Source: an optimization exercise on an open RTL-to-GDS flow (aim: small area and a short achievable clock period). Production flows keep margins and buffers that such runs may drop. RTL that was checked went through simulation tests only; none was proved equivalent to the original. Power is estimated from default activity; no workload was simulated.

==> trial 6: inputs <==
## eq_streaming
module eq_streaming #(
	parameter integer C_S_AXI_DATA_WIDTH = 32
)
(
    input aclk,
    input aresetn,
    input [C_S_AXI_DATA_WIDTH-1:0] D_READY,
    input [C_S_AXI_DATA_WIDTH-1:0] FFT_PTNS,
    input [C_S_AXI_DATA_WIDTH-1:0] FFT_BKTS,
    input [C_S_AXI_DATA_WIDTH-1:0] my_reg0,
    input [C_S_AXI_DATA_WIDTH-1:0] my_reg1,
    input [C_S_AXI_DATA_WIDTH-1:0] my_reg2,
    input [C_S_AXI_DATA_WIDTH-1:0] my_reg3,
    input [C_S_AXI_DATA_WIDTH-1:0] my_reg4,
    input [C_S_AXI_DATA_WIDTH-1:0] my_reg5,
    input [C_S_AXI_DATA_WIDTH-1:0] my_reg6,
    input [C_S_AXI_DATA_WIDTH-1:0] my_reg7,
    input [C_S_AXI_DATA_WIDTH-1:0] my_reg8,
    input [C_S_AXI_DATA_WIDTH-1:0] my_reg9,
    input [C_S_AXI_DATA_WIDTH-1:0] my_reg10,
    input [C_S_AXI_DATA_WIDTH-1:0] my_reg11,
    input [C_S_AXI_DATA_WIDTH-1:0] my_reg12,
    input [C_S_AXI_DATA_WIDTH-1:0] s_axis_data,
    output reg s_axis_ready,
    input s_axis_valid,
    output reg [C_S_AXI_DATA_WIDTH-1:0] m_axis_data,
    input m_axis_ready,
    output reg m_axis_valid
);
export LEC_CHECK = 0
export CAP_MARGIN = 20
export CORE_MARGIN = 2
export CORE_UTILIZATION = 45
export CTS_CLUSTER_DIAMETER = 100
export CTS_CLUSTER_SIZE = 30
export PLACE_DENSITY = 0.6
export SLEW_MARGIN = 20
export SYNTH_HIERARCHICAL = 1
create_clock -name core_clock -period 10.0 [get_ports {aclk}]
standard.sh (not shown) runs the stock make flow with config.mk's settings and CLKGATE_MAP_FILE= SYNTH_SCRIPT=/design/flow/synth_recipe.tcl, a recipe that flattens the netlist after the stock synthesis.
==> flow/flow/run.sh <==
#!/bin/bash
set -euo pipefail
MARGIN=$(cat flow/margin.txt)
bash standard.sh SETUP_SLACK_MARGIN=$MARGIN \
  "BUFFER_PORTS_ARGS=-buffer_cell sky130_fd_sc_hd__buf_1" finish > make_finish.log 2>&1
==> flow/flow/margin.txt <==
7
==> inputs of trial 86, as changes to trial 6 <==
--- a/flow/design.v
+++ b/flow/design.v
@@ -71,18 +71,18 @@
     end else begin : g_low
         assign lead[k] = n[k] & ~|n[11:k+1];
     end
 end endgenerate
 wire [12:0] sel = z ? 13'd1 : {lead, 1'b0};
-wire [23:0] gsel;
-eq_gmux13 u_gmux (
-    .sel(sel),
-    .d0(my_reg0[23:0]), .d1(my_reg1[23:0]), .d2(my_reg2[23:0]), .d3(my_reg3[23:0]),
-    .d4(my_reg4[23:0]), .d5(my_reg5[23:0]), .d6(my_reg6[23:0]), .d7(my_reg7[23:0]),
-    .d8(my_reg8[23:0]), .d9(my_reg9[23:0]), .d10(my_reg10[23:0]), .d11(my_reg11[23:0]),
-    .d12(my_reg12[23:0]),
-    .y(gsel));
+wire [23:0] gsel =
+      ({24{sel[0]}}  & my_reg0[23:0])  | ({24{sel[1]}}  & my_reg1[23:0])
+    | ({24{sel[2]}}  & my_reg2[23:0])  | ({24{sel[3]}}  & my_reg3[23:0])
+    | ({24{sel[4]}}  & my_reg4[23:0])  | ({24{sel[5]}}  & my_reg5[23:0])
+    | ({24{sel[6]}}  & my_reg6[23:0])  | ({24{sel[7]}}  & my_reg7[23:0])
+    | ({24{sel[8]}}  & my_reg8[23:0])  | ({24{sel[9]}}  & my_reg9[23:0])
+    | ({24{sel[10]}} & my_reg10[23:0]) | ({24{sel[11]}} & my_reg11[23:0])
+    | ({24{sel[12]}} & my_reg12[23:0]);
 reg [23:0] g;
 always @(posedge aclk) g <= gsel;
 reg [7:0] re_one, re_two, re_neg;
 always @(posedge aclk) begin
     re_one[0] <= (s_axis_data[0] ^ 1'b0);
@@ -1066,17 +1066,5 @@
         m_axis_data <= 32'd0;
     else if (v1 & r1)
         m_axis_data <= {im_sum, re_sum};
 end
 endmodule
-module eq_gmux13 (
-    input [12:0] sel,
-    input [23:0] d0, d1, d2, d3, d4, d5, d6, d7, d8, d9, d10, d11, d12,
-    output [23:0] y
-);
-assign y =
-      ({24{sel[0]}}  & d0)  | ({24{sel[1]}}  & d1)  | ({24{sel[2]}}  & d2)
-    | ({24{sel[3]}}  & d3)  | ({24{sel[4]}}  & d4)  | ({24{sel[5]}}  & d5)
-    | ({24{sel[6]}}  & d6)  | ({24{sel[7]}}  & d7)  | ({24{sel[8]}}  & d8)
-    | ({24{sel[9]}}  & d9)  | ({24{sel[10]}} & d10) | ({24{sel[11]}} & d11)
-    | ({24{sel[12]}} & d12);
-endmodule
Settings changed: CORE_UTILIZATION 45 to 65, CTS_CLUSTER_DIAMETER 100 to 120, PLACE_DENSITY 0.6 to 0.75, SYNTH_HIERARCHICAL 1 to unset.
==> inputs of trial 66, as changes to trial 6 <==
--- a/flow/design.v
+++ b/flow/design.v
@@ -39,26 +39,26 @@
         r0 <= m_axis_ready; r1 <= r0; s_axis_ready <= r1;
     end
 end
 reg [3:0] nb;
 always @(posedge aclk) nb <= FFT_BKTS[3:0];
-reg [15:0] rem;
+reg [16:0] rem;
 reg z;
 reg [11:0] n;
 wire [12:0] n1 = {1'b0, n} + 13'd1;
 wire wrap = n1[nb];
 always @(posedge aclk) begin
     if (!aresetn) begin
-        rem <= FFT_PTNS[15:0];
+        rem <= FFT_PTNS[16:0];
         z <= 1'b1;
         n <= 12'd1;
     end else if (acc) begin
-        if (rem == 16'd1) begin
-            rem <= FFT_PTNS[15:0];
+        if (rem == 17'd1) begin
+            rem <= FFT_PTNS[16:0];
             z <= 1'b1;
         end else begin
-            rem <= rem - 16'd1;
+            rem <= rem - 17'd1;
             z <= 1'b0;
         end
         if (!z)
             n <= wrap ? 12'd1 : n1[11:0];
     end
@@ -71,18 +71,18 @@
     end else begin : g_low
         assign lead[k] = n[k] & ~|n[11:k+1];
     end
 end endgenerate
 wire [12:0] sel = z ? 13'd1 : {lead, 1'b0};
-wire [23:0] gsel;
-eq_gmux13 u_gmux (
-    .sel(sel),
-    .d0(my_reg0[23:0]), .d1(my_reg1[23:0]), .d2(my_reg2[23:0]), .d3(my_reg3[23:0]),
-    .d4(my_reg4[23:0]), .d5(my_reg5[23:0]), .d6(my_reg6[23:0]), .d7(my_reg7[23:0]),
-    .d8(my_reg8[23:0]), .d9(my_reg9[23:0]), .d10(my_reg10[23:0]), .d11(my_reg11[23:0]),
-    .d12(my_reg12[23:0]),
-    .y(gsel));
+wire [23:0] gsel =
+      ({24{sel[0]}}  & my_reg0[23:0])  | ({24{sel[1]}}  & my_reg1[23:0])
+    | ({24{sel[2]}}  & my_reg2[23:0])  | ({24{sel[3]}}  & my_reg3[23:0])
+    | ({24{sel[4]}}  & my_reg4[23:0])  | ({24{sel[5]}}  & my_reg5[23:0])
+    | ({24{sel[6]}}  & my_reg6[23:0])  | ({24{sel[7]}}  & my_reg7[23:0])
+    | ({24{sel[8]}}  & my_reg8[23:0])  | ({24{sel[9]}}  & my_reg9[23:0])
+    | ({24{sel[10]}} & my_reg10[23:0]) | ({24{sel[11]}} & my_reg11[23:0])
+    | ({24{sel[12]}} & my_reg12[23:0]);
 reg [23:0] g;
 always @(posedge aclk) g <= gsel;
 reg [7:0] re_one, re_two, re_neg;
 always @(posedge aclk) begin
     re_one[0] <= (s_axis_data[0] ^ 1'b0);
@@ -1066,17 +1066,5 @@
         m_axis_data <= 32'd0;
     else if (v1 & r1)
         m_axis_data <= {im_sum, re_sum};
 end
 endmodule
-module eq_gmux13 (
-    input [12:0] sel,
-    input [23:0] d0, d1, d2, d3, d4, d5, d6, d7, d8, d9, d10, d11, d12,
-    output [23:0] y
-);
-assign y =
-      ({24{sel[0]}}  & d0)  | ({24{sel[1]}}  & d1)  | ({24{sel[2]}}  & d2)
-    | ({24{sel[3]}}  & d3)  | ({24{sel[4]}}  & d4)  | ({24{sel[5]}}  & d5)
-    | ({24{sel[6]}}  & d6)  | ({24{sel[7]}}  & d7)  | ({24{sel[8]}}  & d8)
-    | ({24{sel[9]}}  & d9)  | ({24{sel[10]}} & d10) | ({24{sel[11]}} & d11)
-    | ({24{sel[12]}} & d12);
-endmodule
==> flow/flow/margin.txt (replaced) <==
7.4
Settings changed: CTS_CLUSTER_DIAMETER 100 to unset, CTS_CLUSTER_SIZE 30 to unset, SYNTH_HIERARCHICAL 1 to unset.
==> inputs of trial 10, as changes to trial 6 <==
Settings changed: CTS_CLUSTER_DIAMETER 100 to unset, CTS_CLUSTER_SIZE 30 to unset.
==> notes <==
- Against trial 6, the cell count of trial 10 is higher by about 0.9%.
- Of trial 86 and trial 6, trial 86 has the higher critical path depth (gap 7).
- Against trial 6, the power of trial 66 is higher by 16%.
- Via count: trial 6 < trial 10 < trial 86 < trial 66.
- Sequential share of layout area: trial 6 > trial 86 > trial 10 > trial 66.
- In trial 10 the synthesized area is smaller than in trial 66, by 1.8%.
- The lowest utilization belongs to trial 6, the highest to trial 86.
The RTL of trial 86 was laid out without a check of its function.

==> inputs of 09-23 <==
Another version of the RTL of eq_streaming (not shown whole).
clock: 10.0 ns
lec_check: 0
cap_margin: 20
core_margin: 2
core_utilization: 45
place_density: 0.6
slew_margin: 20
run.sh (not shown) runs the stock make flow with config.mk's settings and CLKGATE_MAP_FILE= SYNTH_SCRIPT=/design/flow/synth_recipe.tcl, a recipe that flattens the netlist after the stock synthesis.
Stock flow here: none of the scripts above is used.
==> 08-04 (differences from 09-23) <==
- SETUP_SLACK_MARGIN: default -> 5
==> out/results.tsv <==
metric	value	unit
slowest_delay	0.55	ns
antenna_found_initial	9	
bufAreaShareNonClock	17.6	%
cts-resized-gates	24	
fin_crit	4.85	ns
intPower	3.25	mW
timing.rr.end	re_q23_1$_DFF_P_	
drtIter0Drc	1774	
fmax	0.206	GHz
dp_cells	3037	
drtPass1Iterations	6	
worst_slack	5.15	ns
gp_congestion	0.945	
outcome	timing/DRC/antenna clean	
(the above is from 08-04)
==> out/results.tsv <==
metric	value	unit
outcome	timing/DRC/antenna clean	
fmax	0.162	GHz
slowest_delay	1.06	ns
drtPass1Iterations	5	
fin_crit	6.17	ns
worst_slack	3.83	ns
drtIter0Drc	1747	
antenna_found_initial	14	
dp_cells	3034	
intPower	3.26	mW
cts-resized-gates	0	
coreArea	43200	um^2
bufAreaShareNonClock	17.5	%
timing.rr.end	im_q23_1$_DFF_P_	
(the above is from 09-23)
Function was not checked in any run of this note: the RTL went through the layout flow alone.

==> job 2780: inputs <==
Another version of the RTL of eq_streaming (not shown whole).
Settings: LEC_CHECK=0, CAP_MARGIN=20, CORE_MARGIN=2, CORE_UTILIZATION=45, PLACE_DENSITY=0.6, SLEW_MARGIN=20; clock period 10.0 ns.
standard.sh (not shown) runs the stock make flow with config.mk's settings and CLKGATE_MAP_FILE= SYNTH_SCRIPT=/design/flow/synth_recipe.tcl, a recipe that flattens the netlist after the stock synthesis.
==> flow/flow/margin.txt <==
7
Scripts as last shown in full above: flow/flow/run.sh
==> inputs of job 1763, as changes to job 2780 <==
--- a/flow/design.v
+++ b/flow/design.v
@@ -23,59 +23,61 @@
     input [C_S_AXI_DATA_WIDTH-1:0] my_reg12,
     input [C_S_AXI_DATA_WIDTH-1:0] s_axis_data,
     output reg s_axis_ready,
     input s_axis_valid,
     output reg [C_S_AXI_DATA_WIDTH-1:0] m_axis_data,
     input m_axis_ready,
     output reg m_axis_valid
 );
+wire acc = s_axis_valid & m_axis_ready;
 reg v0, v1, r0, r1;
 always @(posedge aclk) begin
     if (!aresetn) begin
         v0 <= 1'b0; v1 <= 1'b0; m_axis_valid <= 1'b0;
         r0 <= 1'b0; r1 <= 1'b0; s_axis_ready <= 1'b0;
     end else begin
         v0 <= s_axis_valid; v1 <= v0; m_axis_valid <= v1;
         r0 <= m_axis_ready; r1 <= r0; s_axis_ready <= r1;
     end
 end
 reg [3:0] nb;
 always @(posedge aclk) nb <= FFT_BKTS[3:0];
-wire a0 = v0 & r0;
-reg [15:0] rem;
+reg [16:0] rem;
 reg z;
-wire last = (rem == 16'd1);
-wire z_e = a0 ? last : z;
 reg [11:0] n;
 wire [12:0] n1 = {1'b0, n} + 13'd1;
 wire wrap = n1[nb];
-wire [11:0] n_e = (a0 & ~z) ? (wrap ? 12'd1 : n1[11:0]) : n;
 always @(posedge aclk) begin
     if (!aresetn) begin
-        rem <= FFT_PTNS[15:0];
+        rem <= FFT_PTNS[16:0];
         z <= 1'b1;
         n <= 12'd1;
-    end else begin
-        if (a0)
-            rem <= last ? FFT_PTNS[15:0] : rem - 16'd1;
-        z <= z_e;
-        n <= n_e;
+    end else if (acc) begin
+        if (rem == 17'd1) begin
+            rem <= FFT_PTNS[16:0];
+            z <= 1'b1;
+        end else begin
+            rem <= rem - 17'd1;
+            z <= 1'b0;
+        end
+        if (!z)
+            n <= wrap ? 12'd1 : n1[11:0];
     end
 end
 wire [11:0] lead;
 genvar k;
 generate for (k = 0; k < 12; k = k + 1) begin : g_lead
     if (k == 11) begin : g_top
-        assign lead[k] = n_e[k];
+        assign lead[k] = n[k];
     end else begin : g_low
-        assign lead[k] = n_e[k] & ~|n_e[11:k+1];
+        assign lead[k] = n[k] & ~|n[11:k+1];
     end
 end endgenerate
-wire [12:0] sel = z_e ? 13'd1 : {lead, 1'b0};
+wire [12:0] sel = z ? 13'd1 : {lead, 1'b0};
 wire [23:0] gsel =
       ({24{sel[0]}}  & my_reg0[23:0])  | ({24{sel[1]}}  & my_reg1[23:0])
     | ({24{sel[2]}}  & my_reg2[23:0])  | ({24{sel[3]}}  & my_reg3[23:0])
     | ({24{sel[4]}}  & my_reg4[23:0])  | ({24{sel[5]}}  & my_reg5[23:0])
     | ({24{sel[6]}}  & my_reg6[23:0])  | ({24{sel[7]}}  & my_reg7[23:0])
     | ({24{sel[8]}}  & my_reg8[23:0])  | ({24{sel[9]}}  & my_reg9[23:0])
     | ({24{sel[10]}} & my_reg10[23:0]) | ({24{sel[11]}} & my_reg11[23:0])
     | ({24{sel[12]}} & my_reg12[23:0]);
==> run summary <==
Non-Filler Cell Area, Final: job 2780 0.02625 sq mm; job 1763 0.02421 sq mm
Post-CTS setup buffer count: job 2780 79; job 1763 2
Pre-CTS setup slack: job 2780 5.259 ns; job 1763 5.780 ns
Mean post-synth cell area: job 2780 9.257 sq um; job 1763 9.238 sq um
Xor-xnor portion of the synthesized cell area: job 2780 14.10%; job 1763 13.51%
Largest net degree at the start of global routing: job 2780 58; job 1763 60
Global-route met1 utilization: job 2780 43.83%; job 1763 42.24%
Hold path start: job 2780 m_axis_data[0]$_SDFFE_PN0P_; job 1763 r0$_SDFF_PN0_
Delay contributed by the slowest stage of the critical path: job 2780 0.63 ns; job 1763 0.43 ns
Non-clock buffer count in the final layout: job 2780 540; job 1763 457
Adder-cell area share of the yosys netlist: job 2780 23.40%; job 1763 23.49%
Run status: job 2780 complete, no violations; job 1763 complete, no violations
Clock sinks: job 2780 241; job 1763 242
Master of the slowest instance on the critical path: job 2780 or4b_4; job 1763 o211ai_1
Final worst path period need: job 2780 3.587 ns; job 1763 3.041 ns
Post-synth EDFFs: job 2780 16; job 1763 17
For job 2780, only the layout was checked, not whether the RTL still works.

==> run D <==
==> flow/design.v <==
`timescale 1ns / 1ps
module eq_streaming #(
	parameter integer C_S_AXI_DATA_WIDTH = 32
)
(
    input aclk,
    input aresetn,
    input [C_S_AXI_DATA_WIDTH-1:0] D_READY,
    input [C_S_AXI_DATA_WIDTH-1:0] FFT_PTNS,
    input [C_S_AXI_DATA_WIDTH-1:0] FFT_BKTS,
    input [C_S_AXI_DATA_WIDTH-1:0] my_reg0,
    input [C_S_AXI_DATA_WIDTH-1:0] my_reg1,
    input [C_S_AXI_DATA_WIDTH-1:0] my_reg2,
    input [C_S_AXI_DATA_WIDTH-1:0] my_reg3,
    input [C_S_AXI_DATA_WIDTH-1:0] my_reg4,
    input [C_S_AXI_DATA_WIDTH-1:0] my_reg5,
    input [C_S_AXI_DATA_WIDTH-1:0] my_reg6,
    input [C_S_AXI_DATA_WIDTH-1:0] my_reg7,
    input [C_S_AXI_DATA_WIDTH-1:0] my_reg8,
    input [C_S_AXI_DATA_WIDTH-1:0] my_reg9,
    input [C_S_AXI_DATA_WIDTH-1:0] my_reg10,
    input [C_S_AXI_DATA_WIDTH-1:0] my_reg11,
    input [C_S_AXI_DATA_WIDTH-1:0] my_reg12,
    input [C_S_AXI_DATA_WIDTH-1:0] s_axis_data,
    output reg s_axis_ready,
    input s_axis_valid,
    output reg [C_S_AXI_DATA_WIDTH-1:0] m_axis_data,
    input m_axis_ready,
    output reg m_axis_valid
);
reg [7:0] j;
reg [31:0] my_bkts;
reg [31:0] bkt_c;
reg [31:0] eq_data;
reg [31:0] count;
reg [31:0] d_count;
reg signed [23:0] my_regA [12:0];
reg r0;
reg v0;
reg r1;
reg v1;
reg signed [47:0] re_result;
reg signed [47:0] img_result;
wire signed [23:0] real_P = {eq_data[15:0],8'd0};
wire signed [23:0] img_P = {eq_data[31:16],8'd0};
always @(posedge aclk )
begin
    if ( aresetn == 1'b0 )
    begin
        my_regA[0] <= 0;
        my_regA[1] <= 0;
        my_regA[2] <= 0;
        my_regA[3] <= 0;
        my_regA[4] <= 0;
        my_regA[5] <= 0;
        my_regA[6] <= 0;
        my_regA[7] <= 0;
        my_regA[8] <= 0;
        my_regA[9] <= 0;
        my_regA[10] <= 0;
        my_regA[11] <= 0;
        my_regA[12] <= 0;
    end
    else begin
        my_regA[0] <= my_reg0[23:0];
        my_regA[1] <= my_reg1[23:0];
        my_regA[2] <= my_reg2[23:0];
        my_regA[3] <= my_reg3[23:0];
        my_regA[4] <= my_reg4[23:0];
        my_regA[5] <= my_reg5[23:0];
        my_regA[6] <= my_reg6[23:0];
        my_regA[7] <= my_reg7[23:0];
        my_regA[8] <= my_reg8[23:0];
        my_regA[9] <= my_reg9[23:0];
        my_regA[10] <= my_reg10[23:0];
        my_regA[11] <= my_reg11[23:0];
        my_regA[12] <= my_reg12[23:0];
    end
end
always @(posedge aclk )
begin
    if ( aresetn == 1'b0 )
    begin
        v0 <= 1'b0;
        v1 <= 1'b0;
        m_axis_valid <= 1'b0;
    end
    else begin
        v0 <= s_axis_valid;
        v1  <= v0;
        m_axis_valid <= v1;
    end
end
always @(posedge aclk )
begin
    if ( aresetn == 1'b0 )
    begin
        r0 <= 1'b0;
        r1 <= 1'b0;
        s_axis_ready <= 1'b0;
    end
    else begin
        r0 <= m_axis_ready;
        r1  <= r0;
        s_axis_ready <= r1;
    end
end
always @(posedge aclk )
begin
    if ( aresetn == 1'b0 )
    begin
        d_count <= 1'b0;
    end
    else begin
        d_count <= count;
    end
end
always @(posedge aclk )
begin
    if ( aresetn == 1'b0 )
    begin
        count <= 32'd0;
        eq_data <= 32'd0;
        m_axis_data <= 32'd0;
        j <= 8'd1;
        my_bkts <= 32'd1;
        bkt_c <= 32'd1;
    end
    else begin
        if(s_axis_valid & m_axis_ready) 
        begin
            if (count == (FFT_PTNS-1))
            begin 
                count <= 32'd0;
            end 
            else begin 
                count <= count + 1'b1;
            end
            eq_data <= s_axis_data;
        end 
		if(v0 & r0)
		begin 
		    if(d_count == 0)
		    begin 
		      re_result <= (real_P*my_regA[0]);
              img_result <= (img_P*my_regA[0]);
		    end 
		    else begin
		      re_result <= (real_P*my_regA[j]);
		      img_result <= (img_P*my_regA[j]);
              if(my_bkts == bkt_c) 
                begin 
                    bkt_c <= 32'd1;
                    if (j == (FFT_BKTS))
                    begin 
                        my_bkts <= 32'd1;
                        j <= 8'd1;
                    end 
                    else begin 
                        j <= j + 8'd1;
                        my_bkts <= (my_bkts) << 1;
                    end 
                end 
                else begin 
                    bkt_c <= bkt_c + 1'b1;
                end
		     end
		end
		if(v1 & r1)
		begin 
		    m_axis_data[15:0] <= re_result[31:16];
            m_axis_data[31:16] <= img_result[31:16];
		end	
    end
end    
endmodule
==> flow/run.sh <==
#!/bin/bash
# synth_recipe.tcl (not shown) runs the flow's synth.tcl, then flattens the netlist and writes it again
# the make line also repeats each setting of config.mk as NAME=value (left out here)
make -C /OpenROAD-flow-scripts/flow DESIGN_CONFIG=/design/flow/config.mk WORK_HOME=/design/flow/orfs CLKGATE_MAP_FILE= SYNTH_SCRIPT=/design/flow/synth_recipe.tcl finish
==> flow/config.mk <==
export PLATFORM = sky130hd
export DESIGN_NAME = eq_streaming
export DESIGN_NICKNAME = eq_streaming
export VERILOG_FILES = /design/flow/design.v
export SDC_FILE = /design/flow/constraint.sdc
export NUM_CORES = 4
export LEC_CHECK = 0
export CAP_MARGIN = 20
export CORE_MARGIN = 2
export CORE_UTILIZATION = 45
export PLACE_DENSITY = 0.6
export SLEW_MARGIN = 20
==> flow/constraint.sdc <==
create_clock -name core_clock -period 10.0 [get_ports {aclk}]
set_input_delay 2.0000 -clock core_clock [delete_from_list [all_inputs] [get_ports {aclk}]]
set_output_delay 2.0000 -clock core_clock [all_outputs]
set_load 0.01 [all_outputs]
==> run M (differences from run D) <==
==> flow/design.v, changed modules only <==
module eq_streaming #(
	parameter integer C_S_AXI_DATA_WIDTH = 32
)
(
    input aclk,
    input aresetn,
    input [C_S_AXI_DATA_WIDTH-1:0] D_READY,
    input [C_S_AXI_DATA_WIDTH-1:0] FFT_PTNS,
    input [C_S_AXI_DATA_WIDTH-1:0] FFT_BKTS,
    input [C_S_AXI_DATA_WIDTH-1:0] my_reg0,
    input [C_S_AXI_DATA_WIDTH-1:0] my_reg1,
    input [C_S_AXI_DATA_WIDTH-1:0] my_reg2,
    input [C_S_AXI_DATA_WIDTH-1:0] my_reg3,
    input [C_S_AXI_DATA_WIDTH-1:0] my_reg4,
    input [C_S_AXI_DATA_WIDTH-1:0] my_reg5,
    input [C_S_AXI_DATA_WIDTH-1:0] my_reg6,
    input [C_S_AXI_DATA_WIDTH-1:0] my_reg7,
    input [C_S_AXI_DATA_WIDTH-1:0] my_reg8,
    input [C_S_AXI_DATA_WIDTH-1:0] my_reg9,
    input [C_S_AXI_DATA_WIDTH-1:0] my_reg10,
    input [C_S_AXI_DATA_WIDTH-1:0] my_reg11,
    input [C_S_AXI_DATA_WIDTH-1:0] my_reg12,
    input [C_S_AXI_DATA_WIDTH-1:0] s_axis_data,
    output reg s_axis_ready,
    input s_axis_valid,
    output reg [C_S_AXI_DATA_WIDTH-1:0] m_axis_data,
    input m_axis_ready,
    output reg m_axis_valid
);
wire acc = s_axis_valid & m_axis_ready;
reg v0, v1, r0, r1;
always @(posedge aclk) begin
    if (!aresetn) begin
        v0 <= 1'b0; v1 <= 1'b0; m_axis_valid <= 1'b0;
        r0 <= 1'b0; r1 <= 1'b0; s_axis_ready <= 1'b0;
    end else begin
        v0 <= s_axis_valid; v1 <= v0; m_axis_valid <= v1;
        r0 <= m_axis_ready; r1 <= r0; s_axis_ready <= r1;
    end
end
reg [3:0] nb;
always @(posedge aclk) nb <= FFT_BKTS[3:0];
reg [16:0] rem;
reg z;
reg [11:0] n;
wire [12:0] n1 = {1'b0, n} + 13'd1;
wire wrap = n1[nb];
always @(posedge aclk) begin
    if (!aresetn) begin
        rem <= FFT_PTNS[16:0];
        z <= 1'b1;
        n <= 12'd1;
    end else if (acc) begin
        if (rem == 17'd1) begin
            rem <= FFT_PTNS[16:0];
            z <= 1'b1;
        end else begin
            rem <= rem - 17'd1;
            z <= 1'b0;
        end
        if (!z)
            n <= wrap ? 12'd1 : n1[11:0];
    end
end
wire [11:0] lead;
genvar k;
generate for (k = 0; k < 12; k = k + 1) begin : g_lead
    if (k == 11) begin : g_top
        assign lead[k] = n[k];
    end else begin : g_low
        assign lead[k] = n[k] & ~|n[11:k+1];
    end
end endgenerate
wire [12:0] sel = z ? 13'd1 : {lead, 1'b0};
wire [23:0] gsel =
      ({24{sel[0]}}  & my_reg0[23:0])  | ({24{sel[1]}}  & my_reg1[23:0])
    | ({24{sel[2]}}  & my_reg2[23:0])  | ({24{sel[3]}}  & my_reg3[23:0])
    | ({24{sel[4]}}  & my_reg4[23:0])  | ({24{sel[5]}}  & my_reg5[23:0])
    | ({24{sel[6]}}  & my_reg6[23:0])  | ({24{sel[7]}}  & my_reg7[23:0])
    | ({24{sel[8]}}  & my_reg8[23:0])  | ({24{sel[9]}}  & my_reg9[23:0])
    | ({24{sel[10]}} & my_reg10[23:0]) | ({24{sel[11]}} & my_reg11[23:0])
    | ({24{sel[12]}} & my_reg12[23:0]);
reg [31:0] xd;
reg [23:0] g;
always @(posedge aclk) begin
    xd <= s_axis_data;
    g <= gsel;
end
wire [23:0] pr = {{8{xd[15]}}, xd[15:0]} * g;
wire [23:0] pi = {{8{xd[31]}}, xd[31:16]} * g;
reg [15:0] rr, ri;
always @(posedge aclk) begin
    rr <= pr[23:8];
    ri <= pi[23:8];
end
always @(posedge aclk) begin
    if (!aresetn)
        m_axis_data <= 32'd0;
    else if (v1 & r1)
        m_axis_data <= {ri, rr};
end
endmodule
==> run summary <==
Between run D and run M, the lower register-to-register slack is in run D (gap 2600 ps). Against run D, the area after synthesis of run M is smaller by 57%. Worst setup slack: run D is lower than run M (2600 ps). Clock skew: run D is higher than run M (28 ps). Sequential share of layout area: run M is lower than run D (6.6 points).
==> figures <==
|  | run D | run M |
|---|---|---|
| Reg area | 11300 um^2 | 3380 um^2 |
| Overall routing resource usage | 26.8% | 30.9% |
| Run status | finished clean | finished clean |
| Worst path slowest cell | a211o_1 | dfxtp_1 |
| Mux contribution to synthesized area | 0.525% | 0.0442% |
| Combinational Power Share | 25.4% | 84.6% |
| ClkCell Share | 3.26% | 2.07% |
| Stage delay of the slowest cell on the critical path | 660 ps | 1040 ps |
| Beginning of the worst register-to-register path | j[0]$_SDFFE_PN1P_ | xd[18]$_DFF_P_ |
| Sequential-cell power consumption | 2.35 mW | 1.08 mW |
| FF-to-FF End | re_result[31]$_DFFE_PP_ | ri[15]$_DFF_P_ |
| Register share of the cell area | 18.8% | 12.2% |
No run of this note included a check of the RTL's function; only the layout flow was run.

port drivers added, routing unchanged:
The results above use ideal ports. As a check the final layouts listed here were re-extracted and re-timed, cells and wires unchanged. Step 1 (the two cells are an assumption about what drives the block):
set clk [get_ports {aclk}]
set_driving_cell -lib_cell sky130_fd_sc_hd__clkbuf_16 $clk
set_driving_cell -lib_cell sky130_fd_sc_hd__buf_2 [delete_from_list [all_inputs] $clk]
Step 2, shift: input delay + t, output delay - t, t = (earliest + latest rising clock arrival at the registers) / 2. This alone moves slack from input paths to output paths. Slacks: ideal / step 1 / step 2; pairs: ideal / step 1.
| run | t, ns | setup slack, ns | worst setup path at the end | worst slew at a driven data input, ns |
|---|---|---|---|---|
| trial 6 | 0.561 | 7.018 / 6.959 / 6.523 | input to register | 0.18 |
| trial 86 | 0.550 | 6.711 / 6.750 / 6.200 | input to register | 0.17 |
| trial 66 | 0.621 | 6.968 / 6.921 / 6.369 | input to register | 0.22 |
| trial 10 | 0.624 | 6.980 / 6.923 / 6.495 | input to register | 0.18 |
| 09-23 | 0.554 | 3.832 / 3.832 / 3.832 | register to register | 0.20 |
| 08-04 | 0.544 | 5.146 / 5.146 / 5.146 | register to register | 0.18 |
| job 2780 | 0.635 | 6.413 / 6.413 / 6.413 | register to register | 0.24 |
| job 1763 | 0.613 | 6.959 / 6.920 / 6.366 | input to register | 0.23 |
| run D | 0.754 | 0.940 / 0.940 / 0.940 | register to register | 0.12 |
| run M | 0.554 | 3.502 / 3.502 / 3.502 | register to register | 0.16 |
After both steps every run listed still meets setup and hold. For trial 66, which loses most, drivers alone change the setup slack by -0.047 ns; drivers and shift together by -0.599 ns.
